From an optimization exercise on the open Yosys and OpenROAD flow, aimed at small area and a short achievable clock period; shortcuts taken in it are not production practice.
No run shown here included a check of the RTL's function; only the layout flow was run.

==> flow/design.v (outline; a module is shown in full before it is edited, if it fits) <==
// module cubic_fixed: 881 lines
// module cubic_fa: 7 lines
// module cubic_ha: 7 lines
// module cubic_sqadd: 8 lines
module cubic_fixed #(
    parameter int WID     = 16,    
    parameter int FBITS   = 8      
)(
    input  logic                        clk,
    input  logic                        rst,
    input  logic signed [WID-1:0]       x,
    input  logic signed [WID-1:0]       a0,
    input  logic signed [WID-1:0]       a1,
    input  logic signed [WID-1:0]       a2,
    output logic signed [WID-1:0]       y
);
  // ...
==> flow/flow/run.sh <==
#!/bin/bash
# Standard ORFS layout (the standard.sh) with two changes:
#  - port buffers use buf_1 instead of the default delay-buffer cell;
#  - timing repair (after floorplan, CTS and global routing) aims for
#    9 ns of setup slack at the 15 ns clock, so the resizer sizes the
#    critical paths.  The SDC (clock period, I/O delays, load) is unchanged.
# Each ORFS step writes its own log under orfs/logs/; make's output goes to
# standard.log.
set -euo pipefail
export BUFFER_PORTS_ARGS="-buffer_cell sky130_fd_sc_hd__buf_1"
export SETUP_SLACK_MARGIN=9
bash standard.sh > standard.log 2>&1
==> flow/standard.sh <==
#!/bin/bash
# synth_recipe.tcl (not shown) runs the flow's synth.tcl, then flattens the netlist and writes it again
# the make line also repeats each setting of config.mk as NAME=value (left out here)
make -C /OpenROAD-flow-scripts/flow DESIGN_CONFIG=/design/flow/config.mk WORK_HOME=/design/flow/orfs CLKGATE_MAP_FILE= SYNTH_SCRIPT=/design/flow/synth_recipe.tcl "${@:-finish}"
==> flow/config.mk <==
export PLATFORM = sky130hd
export DESIGN_NAME = cubic_fixed
export DESIGN_NICKNAME = cubic_fixed
export VERILOG_FILES = /design/flow/design.v
export SDC_FILE = /design/flow/constraint.sdc
export NUM_CORES = 4
export LEC_CHECK = 0
export ABC_AREA = 1
export CAP_MARGIN = 20
export CORE_MARGIN = 2
export CORE_UTILIZATION = 40
export SLEW_MARGIN = 20
export SYNTH_HIERARCHICAL = 1
==> flow/constraint.sdc <==
create_clock -name core_clock -period 15.0 [get_ports {clk}]
set_input_delay 3.0000 -clock core_clock [delete_from_list [all_inputs] [get_ports {clk}]]
set_output_delay 3.0000 -clock core_clock [all_outputs]
set_load 0.01 [all_outputs]
==> out/metrics.yaml, run 1 <==
vias: 22400
path_max_fanout: 19
finalWirelength_um: 74500
status: "finished clean"
min_to: "rst_s1"
largestClassByArea: "multi-input gates"
dr.pass1.iters: 5
clkLatencyLatePin_ns: 0.50
io_pins: 82
dp_cells: 4154
setup_slack_ns: 9.21
ant_nets: 0
place_ws_ns: 8.17
layout_min_cycle_time_ns: 5.79
synth_compound_area_share_pct: 13.1
viasPerCell: 5.31
synth.distinct_cells: 52
core_um2: 62700
crit_start: "x[9]"
synth_fa_ha_area_share_pct: 35.0
fmax_mhz: 173
grt_setup_unrepaired: "yes"
ctsHoldBuffers: 0
start_util_pct: 40.3
num-nonclk-inverters: 462
==> inputs of run 2 (changes only) <==
--- a/flow/design.v
+++ b/flow/design.v
@@ -6,16 +6,18 @@
     input  logic                        clk,
     input  logic                        rst,
     input  logic signed [WID-1:0]       x,
     input  logic signed [WID-1:0]       a0,
     input  logic signed [WID-1:0]       a1,
     input  logic signed [WID-1:0]       a2,
     output logic signed [WID-1:0]       y
 );
+    wire        s_in = x[15];
+    wire [11:0] u = x[11:0] ^ {12{s_in}};
     wire        x2sat_in = (x >= 16'sd2897) || (x <= -16'sd2897);
     wire        x3sat_in = (x >= 16'sd1291) || (x <= -16'sd1291);
     wire sq_s0, sq_c0;
     wire sq_s1, sq_c1;
     wire sq_s2, sq_c2;
     wire sq_s3, sq_c3;
     wire sq_s4, sq_c4;
     wire sq_s5, sq_c5;
@@ -67,16 +69,32 @@
     wire sq_s51, sq_c51;
     wire sq_s52, sq_c52;
     wire sq_s53, sq_c53;
     wire sq_s54, sq_c54;
     wire sq_s55, sq_c55;
     wire sq_s56, sq_c56;
     wire sq_s57, sq_c57;
     wire [22:0] sq_in;
+    wire bxi_one0, bxi_two0, bxi_neg0;
+    wire bxi_one1, bxi_two1, bxi_neg1;
+    wire bxi_one2, bxi_two2, bxi_neg2;
+    wire bxi_one3, bxi_two3, bxi_neg3;
+    wire bxi_one4, bxi_two4, bxi_neg4;
+    wire bxi_one5, bxi_two5, bxi_neg5;
+    wire bxi_one6, bxi_two6, bxi_neg6;
+    wire bxi_one7, bxi_two7, bxi_neg7;
+    wire bai_one0, bai_two0, bai_neg0;
+    wire bai_one1, bai_two1, bai_neg1;
+    wire bai_one2, bai_two2, bai_neg2;
+    wire bai_one3, bai_two3, bai_neg3;
+    wire bai_one4, bai_two4, bai_neg4;
+    wire bai_one5, bai_two5, bai_neg5;
+    wire bai_one6, bai_two6, bai_neg6;
+    wire bai_one7, bai_two7, bai_neg7;
     cubic_ha u_sq_s0 (.a(x[4]), .b((x[0] & x[7])), .s(sq_s0), .co(sq_c0));
     cubic_ha u_sq_s1 (.a((x[0] & x[8])), .b((x[1] & x[7])), .s(sq_s1), .co(sq_c1));
     cubic_fa u_sq_s2 (.a(x[5]), .b((x[0] & x[9])), .c((x[1] & x[8])), .s(sq_s2), .co(sq_c2));
     cubic_ha u_sq_s3 (.a((x[2] & x[7])), .b((x[3] & x[6])), .s(sq_s3), .co(sq_c3));
     cubic_fa u_sq_s4 (.a((x[0] & x[10])), .b((x[1] & x[9])), .c((x[2] & x[8])), .s(sq_s4), .co(sq_c4));
     cubic_ha u_sq_s5 (.a((x[3] & x[7])), .b((x[4] & x[6])), .s(sq_s5), .co(sq_c5));
     cubic_fa u_sq_s6 (.a((x[0] & x[11])), .b((x[1] & x[10])), .c((x[2] & x[9])), .s(sq_s6), .co(sq_c6));
     cubic_fa u_sq_s7 (.a((x[3] & x[8])), .b((x[4] & x[7])), .c((~x[5] & x[6])), .s(sq_s7), .co(sq_c7));
@@ -127,27 +145,125 @@
     cubic_fa u_sq_s50 (.a(sq_s13), .b(sq_c30), .c(sq_s31), .s(sq_s50), .co(sq_c50));
     cubic_fa u_sq_s51 (.a(sq_s15), .b(sq_c31), .c(sq_s32), .s(sq_s51), .co(sq_c51));
     cubic_fa u_sq_s52 (.a(sq_c15), .b(sq_s33), .c(sq_c32), .s(sq_s52), .co(sq_c52));
     cubic_fa u_sq_s53 (.a(sq_s18), .b(sq_s34), .c(sq_c33), .s(sq_s53), .co(sq_c53));
     cubic_fa u_sq_s54 (.a(sq_c18), .b(sq_s35), .c(sq_c34), .s(sq_s54), .co(sq_c54));
     cubic_fa u_sq_s55 (.a(sq_s21), .b(sq_c35), .c(sq_s36), .s(sq_s55), .co(sq_c55));
     cubic_fa u_sq_s56 (.a(sq_s37), .b(sq_c21), .c(sq_c36), .s(sq_s56), .co(sq_c56));
     cubic_fa u_sq_s57 (.a((~x[9] & x[12])), .b(sq_c37), .c(sq_s38), .s(sq_s57), .co(sq_c57));
-    cubic_sqadd u_sqadd (.a({sq_c56, sq_c55, sq_c54, sq_c53, sq_c52, sq_c51, sq_c50, sq_c49, sq_c48, sq_c47, sq_c46, sq_c45, sq_c44, sq_c43, sq_c42, sq_c41, sq_c40, sq_c39, sq_s39, (x[0] & x[2]), x[1], 1'b0, x[0]}), .b({sq_s57, sq_s56, sq_s55, sq_s54, sq_s53, sq_s52, sq_s51, sq_s50, sq_s49, sq_s48, sq_s47, sq_s46, sq_s45, sq_s44, sq_s43, sq_s42, sq_s41, sq_s40, (x[1] & x[2]), 1'b0, (x[0] & x[1]), 1'b0, 1'b0}), .s(sq_in[22:8]));
-    assign sq_in[7:0] = 8'd0;
-    logic               x3sat_s0, rst_s0, rst_s1;
-    logic signed [15:0] x_s0, a1_s0, a2_s0;
+    assign sq_in = {sq_c56, sq_c55, sq_c54, sq_c53, sq_c52, sq_c51, sq_c50, sq_c49, sq_c48, sq_c47, sq_c46, sq_c45, sq_c44, sq_c43, sq_c42, sq_c41, sq_c40, sq_c39, sq_s39, (x[0] & x[2]), x[1], 1'b0, x[0]} + {sq_s57, sq_s56, sq_s55, sq_s54, sq_s53, sq_s52, sq_s51, sq_s50, sq_s49, sq_s48, sq_s47, sq_s46, sq_s45, sq_s44, sq_s43, sq_s42, sq_s41, sq_s40, (x[1] & x[2]), 1'b0, (x[0] & x[1]), 1'b0, 1'b0};
+    assign bxi_one0 = x[0] ^ 1'b0;
+    assign bxi_two0 = (x[1] & ~x[0] & ~1'b0) | (~x[1] & x[0] & 1'b0);
+    assign bxi_neg0 = x[1] & ~(x[0] & 1'b0);
+    assign bxi_one1 = x[2] ^ x[1];
+    assign bxi_two1 = (x[3] & ~x[2] & ~x[1]) | (~x[3] & x[2] & x[1]);
+    assign bxi_neg1 = x[3] & ~(x[2] & x[1]);
+    assign bxi_one2 = x[4] ^ x[3];
+    assign bxi_two2 = (x[5] & ~x[4] & ~x[3]) | (~x[5] & x[4] & x[3]);
+    assign bxi_neg2 = x[5] & ~(x[4] & x[3]);
+    assign bxi_one3 = x[6] ^ x[5];
+    assign bxi_two3 = (x[7] & ~x[6] & ~x[5]) | (~x[7] & x[6] & x[5]);
+    assign bxi_neg3 = x[7] & ~(x[6] & x[5]);
+    assign bxi_one4 = x[8] ^ x[7];
+    assign bxi_two4 = (x[9] & ~x[8] & ~x[7]) | (~x[9] & x[8] & x[7]);
+    assign bxi_neg4 = x[9] & ~(x[8] & x[7]);
+    assign bxi_one5 = x[10] ^ x[9];
+    assign bxi_two5 = (x[11] & ~x[10] & ~x[9]) | (~x[11] & x[10] & x[9]);
+    assign bxi_neg5 = x[11] & ~(x[10] & x[9]);
+    assign bxi_one6 = x[12] ^ x[11];
+    assign bxi_two6 = (x[13] & ~x[12] & ~x[11]) | (~x[13] & x[12] & x[11]);
+    assign bxi_neg6 = x[13] & ~(x[12] & x[11]);
+    assign bxi_one7 = x[14] ^ x[13];
+    assign bxi_two7 = (x[15] & ~x[14] & ~x[13]) | (~x[15] & x[14] & x[13]);
+    assign bxi_neg7 = x[15] & ~(x[14] & x[13]);
+    assign bai_one0 = a2[0] ^ 1'b0;
+    assign bai_two0 = (a2[1] & ~a2[0] & ~1'b0) | (~a2[1] & a2[0] & 1'b0);
+    assign bai_neg0 = a2[1] & ~(a2[0] & 1'b0);
+    assign bai_one1 = a2[2] ^ a2[1];
+    assign bai_two1 = (a2[3] & ~a2[2] & ~a2[1]) | (~a2[3] & a2[2] & a2[1]);
+    assign bai_neg1 = a2[3] & ~(a2[2] & a2[1]);
+    assign bai_one2 = a2[4] ^ a2[3];
+    assign bai_two2 = (a2[5] & ~a2[4] & ~a2[3]) | (~a2[5] & a2[4] & a2[3]);
+    assign bai_neg2 = a2[5] & ~(a2[4] & a2[3]);
+    assign bai_one3 = a2[6] ^ a2[5];
+    assign bai_two3 = (a2[7] & ~a2[6] & ~a2[5]) | (~a2[7] & a2[6] & a2[5]);
+    assign bai_neg3 = a2[7] & ~(a2[6] & a2[5]);
+    assign bai_one4 = a2[8] ^ a2[7];
+    assign bai_two4 = (a2[9] & ~a2[8] & ~a2[7]) | (~a2[9] & a2[8] & a2[7]);
+    assign bai_neg4 = a2[9] & ~(a2[8] & a2[7]);
+    assign bai_one5 = a2[10] ^ a2[9];
+    assign bai_two5 = (a2[11] & ~a2[10] & ~a2[9]) | (~a2[11] & a2[10] & a2[9]);
+    assign bai_neg5 = a2[11] & ~(a2[10] & a2[9]);
+    assign bai_one6 = a2[12] ^ a2[11];
+    assign bai_two6 = (a2[13] & ~a2[12] & ~a2[11]) | (~a2[13] & a2[12] & a2[11]);
+    assign bai_neg6 = a2[13] & ~(a2[12] & a2[11]);
+    assign bai_one7 = a2[14] ^ a2[13];
+    assign bai_two7 = (a2[15] & ~a2[14] & ~a2[13]) | (~a2[15] & a2[14] & a2[13]);
+    assign bai_neg7 = a2[15] & ~(a2[14] & a2[13]);
+    logic               x3sat_s0, xneg_s0, a2neg_s0, rst_s0, rst_s1;
+    logic signed [15:0] a1_s0;
     always_ff @(posedge clk) begin
         x3sat_s0 <= x3sat_in;
-        x_s0     <= x;
+        xneg_s0  <= x[15];
+        a2neg_s0 <= a2[15];
         a1_s0    <= a1;
-        a2_s0    <= a2;
         rst_s0   <= rst;
     end
+    logic bx_one0, bx_two0, bx_neg0, bx_one1, bx_two1, bx_neg1, bx_one2, bx_two2, bx_neg2, bx_one3, bx_two3, bx_neg3, bx_one4, bx_two4, bx_neg4, bx_one5, bx_two5, bx_neg5, bx_one6, bx_two6, bx_neg6, bx_one7, bx_two7, bx_neg7, ba_one0, ba_two0, ba_neg0, ba_one1, ba_two1, ba_neg1, ba_one2, ba_two2, ba_neg2, ba_one3, ba_two3, ba_neg3, ba_one4, ba_two4, ba_neg4, ba_one5, ba_two5, ba_neg5, ba_one6, ba_two6, ba_neg6, ba_one7, ba_two7, ba_neg7;
+    always_ff @(posedge clk) begin
+        bx_one0 <= bxi_one0;
+        bx_two0 <= bxi_two0;
+        bx_neg0 <= bxi_neg0;
+        bx_one1 <= bxi_one1;
+        bx_two1 <= bxi_two1;
+        bx_neg1 <= bxi_neg1;
+        bx_one2 <= bxi_one2;
+        bx_two2 <= bxi_two2;
+        bx_neg2 <= bxi_neg2;
+        bx_one3 <= bxi_one3;
+        bx_two3 <= bxi_two3;
+        bx_neg3 <= bxi_neg3;
+        bx_one4 <= bxi_one4;
+        bx_two4 <= bxi_two4;
+        bx_neg4 <= bxi_neg4;
+        bx_one5 <= bxi_one5;
+        bx_two5 <= bxi_two5;
+        bx_neg5 <= bxi_neg5;
+        bx_one6 <= bxi_one6;
+        bx_two6 <= bxi_two6;
+        bx_neg6 <= bxi_neg6;
+        bx_one7 <= bxi_one7;
+        bx_two7 <= bxi_two7;
+        bx_neg7 <= bxi_neg7;
+        ba_one0 <= bai_one0;
+        ba_two0 <= bai_two0;
+        ba_neg0 <= bai_neg0;
+        ba_one1 <= bai_one1;
+        ba_two1 <= bai_two1;
+        ba_neg1 <= bai_neg1;
+        ba_one2 <= bai_one2;
+        ba_two2 <= bai_two2;
+        ba_neg2 <= bai_neg2;
+        ba_one3 <= bai_one3;
+        ba_two3 <= bai_two3;
+        ba_neg3 <= bai_neg3;
+        ba_one4 <= bai_one4;
+        ba_two4 <= bai_two4;
+        ba_neg4 <= bai_neg4;
+        ba_one5 <= bai_one5;
+        ba_two5 <= bai_two5;
+        ba_neg5 <= bai_neg5;
+        ba_one6 <= bai_one6;
+        ba_two6 <= bai_two6;
+        ba_neg6 <= bai_neg6;
+        ba_one7 <= bai_one7;
+        ba_two7 <= bai_two7;
+        ba_neg7 <= bai_neg7;
+    end
     wire [3:0] xneg_hi;
     assign xneg_hi[0] = x[9]  & ~(x[8]  & x[7]);
     assign xneg_hi[1] = x[11] & ~(x[10] & x[9]);
     assign xneg_hi[2] = x[13] & ~(x[12] & x[11]);
     assign xneg_hi[3] = x[15] & ~(x[14] & x[13]);
     logic signed [16:0] a0n_s0;
     always_ff @(posedge clk)
         a0n_s0 <= {a0[15], a0} + {10'd0, xneg_hi[3], 1'b0, xneg_hi[2], 1'b0, xneg_hi[1], 1'b0, xneg_hi[0]};
@@ -156,32 +272,16 @@
     logic [12:0] qn_s0;
     logic        x2sat_s0;
     always_ff @(posedge clk) begin
         q_s0     <= sq_in[22:8];
         qn_s0    <= ~sq_in[20:8];
         x2sat_s0 <= x2sat_in;
     end
     assign x2 = q_s0 | {15{x2sat_s0}};
-    wire bx_one0, bx_two0, bx_neg0;
-    wire bx_one1, bx_two1, bx_neg1;
-    wire bx_one2, bx_two2, bx_neg2;
-    wire bx_one3, bx_two3, bx_neg3;
-    wire bx_one4, bx_two4, bx_neg4;
-    wire bx_one5, bx_two5, bx_neg5;
-    wire bx_one6, bx_two6, bx_neg6;
-    wire bx_one7, bx_two7, bx_neg7;
-    wire ba_one0, ba_two0, ba_neg0;
-    wire ba_one1, ba_two1, ba_neg1;
-    wire ba_one2, ba_two2, ba_neg2;
-    wire ba_one3, ba_two3, ba_neg3;
-    wire ba_one4, ba_two4, ba_neg4;
-    wire ba_one5, ba_two5, ba_neg5;
-    wire ba_one6, ba_two6, ba_neg6;
-    wire ba_one7, ba_two7, ba_neg7;
     wire p1_s58, p1_c58;
     wire p1_s59, p1_c59;
     wire p1_s60, p1_c60;
     wire p1_s61, p1_c61;
     wire p1_s62, p1_c62;
     wire p1_s63, p1_c63;
     wire p1_s64, p1_c64;
     wire p1_s65, p1_c65;
@@ -482,64 +582,16 @@
     wire p3_s354, p3_c354;
     wire p3_s355, p3_c355;
     wire p3_s356, p3_c356;
     wire p3_s357, p3_c357;
     wire p3_s358, p3_c358;
     wire p3_s359, p3_c359;
     wire p3_s360, p3_c360;
     wire [24:0] p3;
-    assign bx_one0 = x_s0[0] ^ 1'b0;
-    assign bx_two0 = (x_s0[1] & ~x_s0[0] & ~1'b0) | (~x_s0[1] & x_s0[0] & 1'b0);
-    assign bx_neg0 = x_s0[1] & ~(x_s0[0] & 1'b0);
-    assign bx_one1 = x_s0[2] ^ x_s0[1];
-    assign bx_two1 = (x_s0[3] & ~x_s0[2] & ~x_s0[1]) | (~x_s0[3] & x_s0[2] & x_s0[1]);
-    assign bx_neg1 = x_s0[3] & ~(x_s0[2] & x_s0[1]);
-    assign bx_one2 = x_s0[4] ^ x_s0[3];
-    assign bx_two2 = (x_s0[5] & ~x_s0[4] & ~x_s0[3]) | (~x_s0[5] & x_s0[4] & x_s0[3]);
-    assign bx_neg2 = x_s0[5] & ~(x_s0[4] & x_s0[3]);
-    assign bx_one3 = x_s0[6] ^ x_s0[5];
-    assign bx_two3 = (x_s0[7] & ~x_s0[6] & ~x_s0[5]) | (~x_s0[7] & x_s0[6] & x_s0[5]);
-    assign bx_neg3 = x_s0[7] & ~(x_s0[6] & x_s0[5]);
-    assign bx_one4 = x_s0[8] ^ x_s0[7];
-    assign bx_two4 = (x_s0[9] & ~x_s0[8] & ~x_s0[7]) | (~x_s0[9] & x_s0[8] & x_s0[7]);
-    assign bx_neg4 = x_s0[9] & ~(x_s0[8] & x_s0[7]);
-    assign bx_one5 = x_s0[10] ^ x_s0[9];
-    assign bx_two5 = (x_s0[11] & ~x_s0[10] & ~x_s0[9]) | (~x_s0[11] & x_s0[10] & x_s0[9]);
-    assign bx_neg5 = x_s0[11] & ~(x_s0[10] & x_s0[9]);
-    assign bx_one6 = x_s0[12] ^ x_s0[11];
-    assign bx_two6 = (x_s0[13] & ~x_s0[12] & ~x_s0[11]) | (~x_s0[13] & x_s0[12] & x_s0[11]);
-    assign bx_neg6 = x_s0[13] & ~(x_s0[12] & x_s0[11]);
-    assign bx_one7 = x_s0[14] ^ x_s0[13];
-    assign bx_two7 = (x_s0[15] & ~x_s0[14] & ~x_s0[13]) | (~x_s0[15] & x_s0[14] & x_s0[13]);
-    assign bx_neg7 = x_s0[15] & ~(x_s0[14] & x_s0[13]);
-    assign ba_one0 = a2_s0[0] ^ 1'b0;
-    assign ba_two0 = (a2_s0[1] & ~a2_s0[0] & ~1'b0) | (~a2_s0[1] & a2_s0[0] & 1'b0);
-    assign ba_neg0 = a2_s0[1] & ~(a2_s0[0] & 1'b0);
-    assign ba_one1 = a2_s0[2] ^ a2_s0[1];
-    assign ba_two1 = (a2_s0[3] & ~a2_s0[2] & ~a2_s0[1]) | (~a2_s0[3] & a2_s0[2] & a2_s0[1]);
-    assign ba_neg1 = a2_s0[3] & ~(a2_s0[2] & a2_s0[1]);
-    assign ba_one2 = a2_s0[4] ^ a2_s0[3];
-    assign ba_two2 = (a2_s0[5] & ~a2_s0[4] & ~a2_s0[3]) | (~a2_s0[5] & a2_s0[4] & a2_s0[3]);
-    assign ba_neg2 = a2_s0[5] & ~(a2_s0[4] & a2_s0[3]);
-    assign ba_one3 = a2_s0[6] ^ a2_s0[5];
-    assign ba_two3 = (a2_s0[7] & ~a2_s0[6] & ~a2_s0[5]) | (~a2_s0[7] & a2_s0[6] & a2_s0[5]);
-    assign ba_neg3 = a2_s0[7] & ~(a2_s0[6] & a2_s0[5]);
-    assign ba_one4 = a2_s0[8] ^ a2_s0[7];
-    assign ba_two4 = (a2_s0[9] & ~a2_s0[8] & ~a2_s0[7]) | (~a2_s0[9] & a2_s0[8] & a2_s0[7]);
-    assign ba_neg4 = a2_s0[9] & ~(a2_s0[8] & a2_s0[7]);
-    assign ba_one5 = a2_s0[10] ^ a2_s0[9];
-    assign ba_two5 = (a2_s0[11] & ~a2_s0[10] & ~a2_s0[9]) | (~a2_s0[11] & a2_s0[10] & a2_s0[9]);
-    assign ba_neg5 = a2_s0[11] & ~(a2_s0[10] & a2_s0[9]);
-    assign ba_one6 = a2_s0[12] ^ a2_s0[11];
-    assign ba_two6 = (a2_s0[13] & ~a2_s0[12] & ~a2_s0[11]) | (~a2_s0[13] & a2_s0[12] & a2_s0[11]);
-    assign ba_neg6 = a2_s0[13] & ~(a2_s0[12] & a2_s0[11]);
-    assign ba_one7 = a2_s0[14] ^ a2_s0[13];
-    assign ba_two7 = (a2_s0[15] & ~a2_s0[14] & ~a2_s0[13]) | (~a2_s0[15] & a2_s0[14] & a2_s0[13]);
-    assign ba_neg7 = a2_s0[15] & ~(a2_s0[14] & a2_s0[13]);
     cubic_ha u_p1_s58 (.a((((bx_one0 & a1_s0[10]) | (bx_two0 & a1_s0[9])) ^ bx_neg0)), .b((((bx_one1 & a1_s0[8]) | (bx_two1 & a1_s0[7])) ^ bx_neg1)), .s(p1_s58), .co(p1_c58));
     cubic_fa u_p1_s59 (.a((((bx_one0 & a1_s0[11]) | (bx_two0 & a1_s0[10])) ^ bx_neg0)), .b((((bx_one1 & a1_s0[9]) | (bx_two1 & a1_s0[8])) ^ bx_neg1)), .c((((bx_one2 & a1_s0[7]) | (bx_two2 & a1_s0[6])) ^ bx_neg2)), .s(p1_s59), .co(p1_c59));
     cubic_fa u_p1_s60 (.a((((bx_one0 & a1_s0[12]) | (bx_two0 & a1_s0[11])) ^ bx_neg0)), .b((((bx_one1 & a1_s0[10]) | (bx_two1 & a1_s0[9])) ^ bx_neg1)), .c((((bx_one2 & a1_s0[8]) | (bx_two2 & a1_s0[7])) ^ bx_neg2)), .s(p1_s60), .co(p1_c60));
     cubic_ha u_p1_s61 (.a((((bx_one3 & a1_s0[6]) | (bx_two3 & a1_s0[5])) ^ bx_neg3)), .b((((bx_one4 & a1_s0[4]) | (bx_two4 & a1_s0[3])) ^ bx_neg4)), .s(p1_s61), .co(p1_c61));
     cubic_fa u_p1_s62 (.a((((bx_one0 & a1_s0[13]) | (bx_two0 & a1_s0[12])) ^ bx_neg0)), .b((((bx_one1 & a1_s0[11]) | (bx_two1 & a1_s0[10])) ^ bx_neg1)), .c((((bx_one2 & a1_s0[9]) | (bx_two2 & a1_s0[8])) ^ bx_neg2)), .s(p1_s62), .co(p1_c62));
     cubic_fa u_p1_s63 (.a((((bx_one3 & a1_s0[7]) | (bx_two3 & a1_s0[6])) ^ bx_neg3)), .b((((bx_one4 & a1_s0[5]) | (bx_two4 & a1_s0[4])) ^ bx_neg4)), .c((((bx_one5 & a1_s0[3]) | (bx_two5 & a1_s0[2])) ^ bx_neg5)), .s(p1_s63), .co(p1_c63));
     cubic_fa u_p1_s64 (.a((((bx_one0 & a1_s0[14]) | (bx_two0 & a1_s0[13])) ^ bx_neg0)), .b((((bx_one1 & a1_s0[12]) | (bx_two1 & a1_s0[11])) ^ bx_neg1)), .c((((bx_one2 & a1_s0[10]) | (bx_two2 & a1_s0[9])) ^ bx_neg2)), .s(p1_s64), .co(p1_c64));
     cubic_fa u_p1_s65 (.a((((bx_one3 & a1_s0[8]) | (bx_two3 & a1_s0[7])) ^ bx_neg3)), .b((((bx_one4 & a1_s0[6]) | (bx_two4 & a1_s0[5])) ^ bx_neg4)), .c((((bx_one5 & a1_s0[4]) | (bx_two5 & a1_s0[3])) ^ bx_neg5)), .s(p1_s65), .co(p1_c65));
@@ -856,19 +908,19 @@
     cubic_fa u_p3_s356 (.a(p3_c319), .b(p3_s336), .c(p3_c335), .s(p3_s356), .co(p3_c356));
     cubic_fa u_p3_s357 (.a(p3_c320), .b(p3_s337), .c(p3_c336), .s(p3_s357), .co(p3_c357));
     cubic_fa u_p3_s358 (.a((((bx_one5 & ~qn_s0[11]) | (bx_two5 & ~qn_s0[10])) ^ bx_neg5)), .b(p3_s338), .c(p3_c337), .s(p3_s358), .co(p3_c358));
     cubic_fa u_p3_s359 (.a(~(bx_neg4)), .b((((bx_one5 & ~qn_s0[12]) | (bx_two5 & ~qn_s0[11])) ^ bx_neg5)), .c(p3_c338), .s(p3_s359), .co(p3_c359));
     assign p3_s360 = 1'b1 ^ ((bx_two5 & ~qn_s0[12]) ^ bx_neg5);
     assign p3_c360 = 1'b1 & ((bx_two5 & ~qn_s0[12]) ^ bx_neg5);
     assign p3 = {p3_c360, p3_c359, p3_c358, p3_c357, p3_c356, p3_c355, p3_c354, p3_c353, p3_c352, p3_c351, p3_c350, p3_c349, p3_c348, p3_c347, p3_c346, p3_c345, p3_c344, p3_c343, p3_c342, p3_c341, p3_c340, p3_c339, p3_s339, (((bx_one0 & ~qn_s0[1]) | (bx_two0 & ~qn_s0[0])) ^ bx_neg0), ((bx_one0 & ~qn_s0[0]) ^ bx_neg0)} + {~(bx_neg5), p3_s360, p3_s359, p3_s358, p3_s357, p3_s356, p3_s355, p3_s354, p3_s353, p3_s352, p3_s351, p3_s350, p3_s349, p3_s348, p3_s347, p3_s346, p3_s345, p3_s344, p3_s343, p3_s342, p3_s341, p3_s340, bx_neg1, 1'b0, bx_neg0};
     logic signed [15:0] ax1_n, ax2_n, x3_n;
-    assign ax1_n = p1_ok ? p1_t[23:8] : {(a1_s0[15] ^ x_s0[15]), {15{~(a1_s0[15] ^ x_s0[15])}}};
-    assign ax2_n = p2_ok ? p2_t[23:8] : {a2_s0[15], {15{~a2_s0[15]}}};
-    assign x3_n  = x3sat_s0 ? {x_s0[15], {15{~x_s0[15]}}} : p3[23:8];
+    assign ax1_n = p1_ok ? p1_t[23:8] : {(a1_s0[15] ^ xneg_s0), {15{~(a1_s0[15] ^ xneg_s0)}}};
+    assign ax2_n = p2_ok ? p2_t[23:8] : {a2neg_s0, {15{~a2neg_s0}}};
+    assign x3_n  = x3sat_s0 ? {xneg_s0, {15{~xneg_s0}}} : p3[23:8];
     wire [15:0] cs_s = ax1_n ^ ax2_n ^ x3_n;
     wire [16:1] cs_c = (ax1_n & ax2_n) | (ax1_n & x3_n) | (ax2_n & x3_n);
     logic [15:0] cs_s_s1;
     logic [16:1] cs_c_s1;
     always_ff @(posedge clk) begin
         cs_s_s1 <= cs_s;
         cs_c_s1 <= cs_c;
         rst_s1  <= rst | rst_s0;
@@ -889,16 +941,8 @@
 endmodule
 module cubic_ha (
     input  logic a, b,
     output logic s, co
 );
     assign s  = a ^ b;
     assign co = a & b;
 endmodule
-module cubic_sqadd (
-    input  logic [22:0] a, b,
-    output logic [22:8] s
-);
-    logic [22:0] t;
-    assign t = a + b;
-    assign s = t[22:8];
-endmodule
==> run 2 against run 1 <==
  * Still clean on timing, DRC and antenna
  * Non-clock buffer count fell by 18
  * Cell area down 1.2%
  * Die area fell by 0.66%
  * Utilization increased by 0.10 points
  * Count of clock-buffer cells in the layout unchanged
  * Sequential share of layout area is 1.5 points higher
  * Final cell count shrank 4.1%
  * First-iteration DRC count rose by 7.8%
  * Highest routed layer is now met4
==> out/metrics.yaml, run 2 <==
synthArstFlopShare_pct: 0
finalWirelength_um: 72800  # -2.3%
register_area_um2: 2970
required_ns: 15.36
top_register: "a0n_s0"
cp_common_cell: "fa_1"
synth_top_cell_area_share_pct: 24.3
vias: 21600  # -3.5%
criticalPathCategory: "in -> reg"
syn_to_final_growth_pct: 8.44
drcViolationCount: 0
ys_seq_elements: 147
track_usage_pct: 22.9
cp.arrival_ns: 6.24
ctsHoldBuffers: 0  # unchanged
netlist_instances: 3194
cts_max_level: 4
yosysWarnings: 7
die_y_um: 255
wl_per_cell_um: 18.0
maxSlewHeadroom_pct: 25.8
layout.cells.most_common_list: "nand2_1 (565), xor2_1 (388), inv_1 (371)"
yosysMostFrequentCell: "nand2_1"
root_buffer: "clkbuf_16"
rows: 91
synth_seq_area_share_pct: 11.7
core_um2: 61800  # -1.5%
multi_input_area_um2: 20200
placed_cell_area_um2: 26100
cap_violations: 0
dr.pass1.iters: 5  # unchanged
r2r_start: "x2sat_s0"
whs_path_depth: 1
drive_gt1_share_pct: 6.58
grt_first_pass_wirelength_um: 117000
synth.distinct_cells: 50  # -3.8%
grt-ovfl-total: 0
antenna_found_initial: 0
fin_area_um2: 27200
viasPerCell: 5.34  # +0.70%
fin_crit_sh_pct: 39.2
max_stage_delay_ns: 0.49
setup_tns_ns: 0
portBuffers: 81
die_area_um2: 64800
postSynthAreaPerCell_um2: 7.86
nFillCells: 6252
cts_tree: "yes"
clock_skew_ns: 0.0240
status: "finished clean"
drt_iter0_markers: 1870
dp_hpwl_um: 56200
slowest_stage: "fa_1"
gp_congestion: 0.898
grt_pass1_vias: 21000
slew_violations: 0
diodes: 0
die_w_um: 255
worst_setup_path_start_kind: "primary input"
layout_min_cycle_time_ns: 5.88  # +0.0948 ns
synth_edf_count: 0
synthTopCellsByCount: "nand2_1 (570), xor2_1 (389), inv_1 (382)"
hold_path_startpoint: "rst_s0"
clkLatencyLatePin_ns: 0.50  # about the same
setup_violations: 0
syn_area_um2: 25100
hold_violations: 0
clockBufferDepth: 2
final_common_cell: "nand2_1"
cp-end-kind: "flop"
synth_flop_cell: "dfxtp_1"
crit_chain: "clkbuf_4, inv_2, ha_1, nand2_1, fa_2, inv_1, fa_1, fa_1, ha_4, nand4_1, nor3_2, nand3_1, nand3_2, a21oi_2, xor2_1"
clock-sinks: 147
cts_made_buffers: 17
ys_top_cells_by_area: "fa_1 (24%), xor2_1 (14%), dfxtp_1 (12%)"
tightest_slew_ns: 1.11
start_util_pct: 40.6  # +0.32 points
ant_nets: 0  # unchanged
path_max_fanout: 16  # -3
io_pins: 82  # unchanged
grt_setup_unrepaired: "yes"
grt_max_degree: 33
min_path_type: "reg -> reg"
nets: 3787
reg2regPathDepth: 21
path_clk_slew_ns: 0.07
largest_reg_flops: 17
fmax_mhz: 170  # -1.6%
crit_start: "x[0]"
synth.largest_area_cell: "fa_1"
run 2: cell types whose count changed after synthesis, sizes merged, moves of 10 or more:
cell	change
xor2	+18
buf	+23
clkbuf	-25
dfxtp	+18
nor2	-14
inv	-58
xnor2	-10
nand3	-28
nand2	-87
clkinv	+10
run 2: worst max-delay path: cells and delay by family:
kind / cells / cell delay, ns
AO/OA/AOI/OAI: 1 / 0.06
XOR/XNOR: 1 / 0.14
adder cells (fa/ha/maj): 5 / 1.89
buffers and inverters: 3 / 0.40
AND/OR/NAND/NOR: 5 / 0.76
run 2: kinds of logic after synthesis:
group,Yosys count,synth area share (%)
buffers and inverters,560,8.65
and+or+nand+nor,991,16.7
adders and majority gates,527,35.4
DFF,147,11.7
AOI/OAI and AO/OA,561,13.2
xor gates and xnor gates,408,14.3
run 2: repair_timing:
item	in CTS	in global routing
gates cloned	0	1
endpoints found under the setup margin	51	60
buffers inserted	5	21
pin swaps	0	21
resized for setup	33	67
run 2: layout make-up:
cell class,instances,area share [%]
timing repair buffer,130,2.86
sequential,147,10.9
tap,837,3.85
clock buffer,17,1.56
clock inverter,15,0.685
inverter,411,5.87
multi-input combinational,2487,74.3
run 2: metrics by stage:
stage / utilization [%] / worst slack, ns / hold slack [ns] / std cells
6_report: 44.0 / 9.12 / 0.426 / 4044
5_1_grt: 44.0 / 8.96 / 0.444 / 4044
4_1_cts: 43.4 / 8.95 / 0.426 / 4022
3_5_place_dp: 42.2 / 7.72 / 0.398 / 3985
3_3_place_gp: 42.2 / 7.72 / 0.394 / 3985
2_1_floorplan: - / 8.96 / 0.392 / 3194
run 2: final timing paths:
check | slack, ns | end
worst max register to register | 9.29 | cs_s_s1[0]
worst max-delay path | 9.12 | q_s0[14]
worst min register to register | 0.43 | rst_s1
worst min-delay path | 0.43 | rst_s1
run 2: layer usage:
layer / track usage [%] / vias up / wire length (um)
met5: 0 / - / 0
met4: 5.56 / 0 / 1190
met3: 4.16 / 85 / 5360
met2: 35.1 / 774 / 32100
met1: 33.3 / 10300 / 34200
li1: - / 10400 / -
run 2: Yosys stat by module, one instance, submodules excluded:
module | flip-flops and latches | copies in the design
cubic_ha | 0 | 58
cubic_fixed | 147 | 1
cubic_fa | 0 | 286

## re-timing with driven ports
In the flow no input, the clock included, has a driving cell. The finished layouts below were timed again as built, in two steps. Step 1 sets driving cells, clkbuf_16 on the clock port and buf_2 on the other inputs (assumed; they add their load-dependent delay and slew). Step 2 moves the port delays by t, midway between the first and last clock arrival at a register: inputs arrive t later, outputs are due t later. That takes back most of the time a late clock gives input paths. Three values: no drivers, after step 1, after step 2; two values: the first two.
run	t (ns)	slack for setup (ns)	slew at the worst register clock pin (ns)	cell pins on the clock port's net
run 1	0.542	9.210 / 9.164 / 8.694	0.08 / 0.08	1
run 2	0.547	9.115 / 9.150 / 8.603	0.09 / 0.09	1
After both steps every run listed still meets setup and hold. For run 1, which loses most, drivers alone change the setup slack by -0.046 ns; drivers and shift together by -0.516 ns.
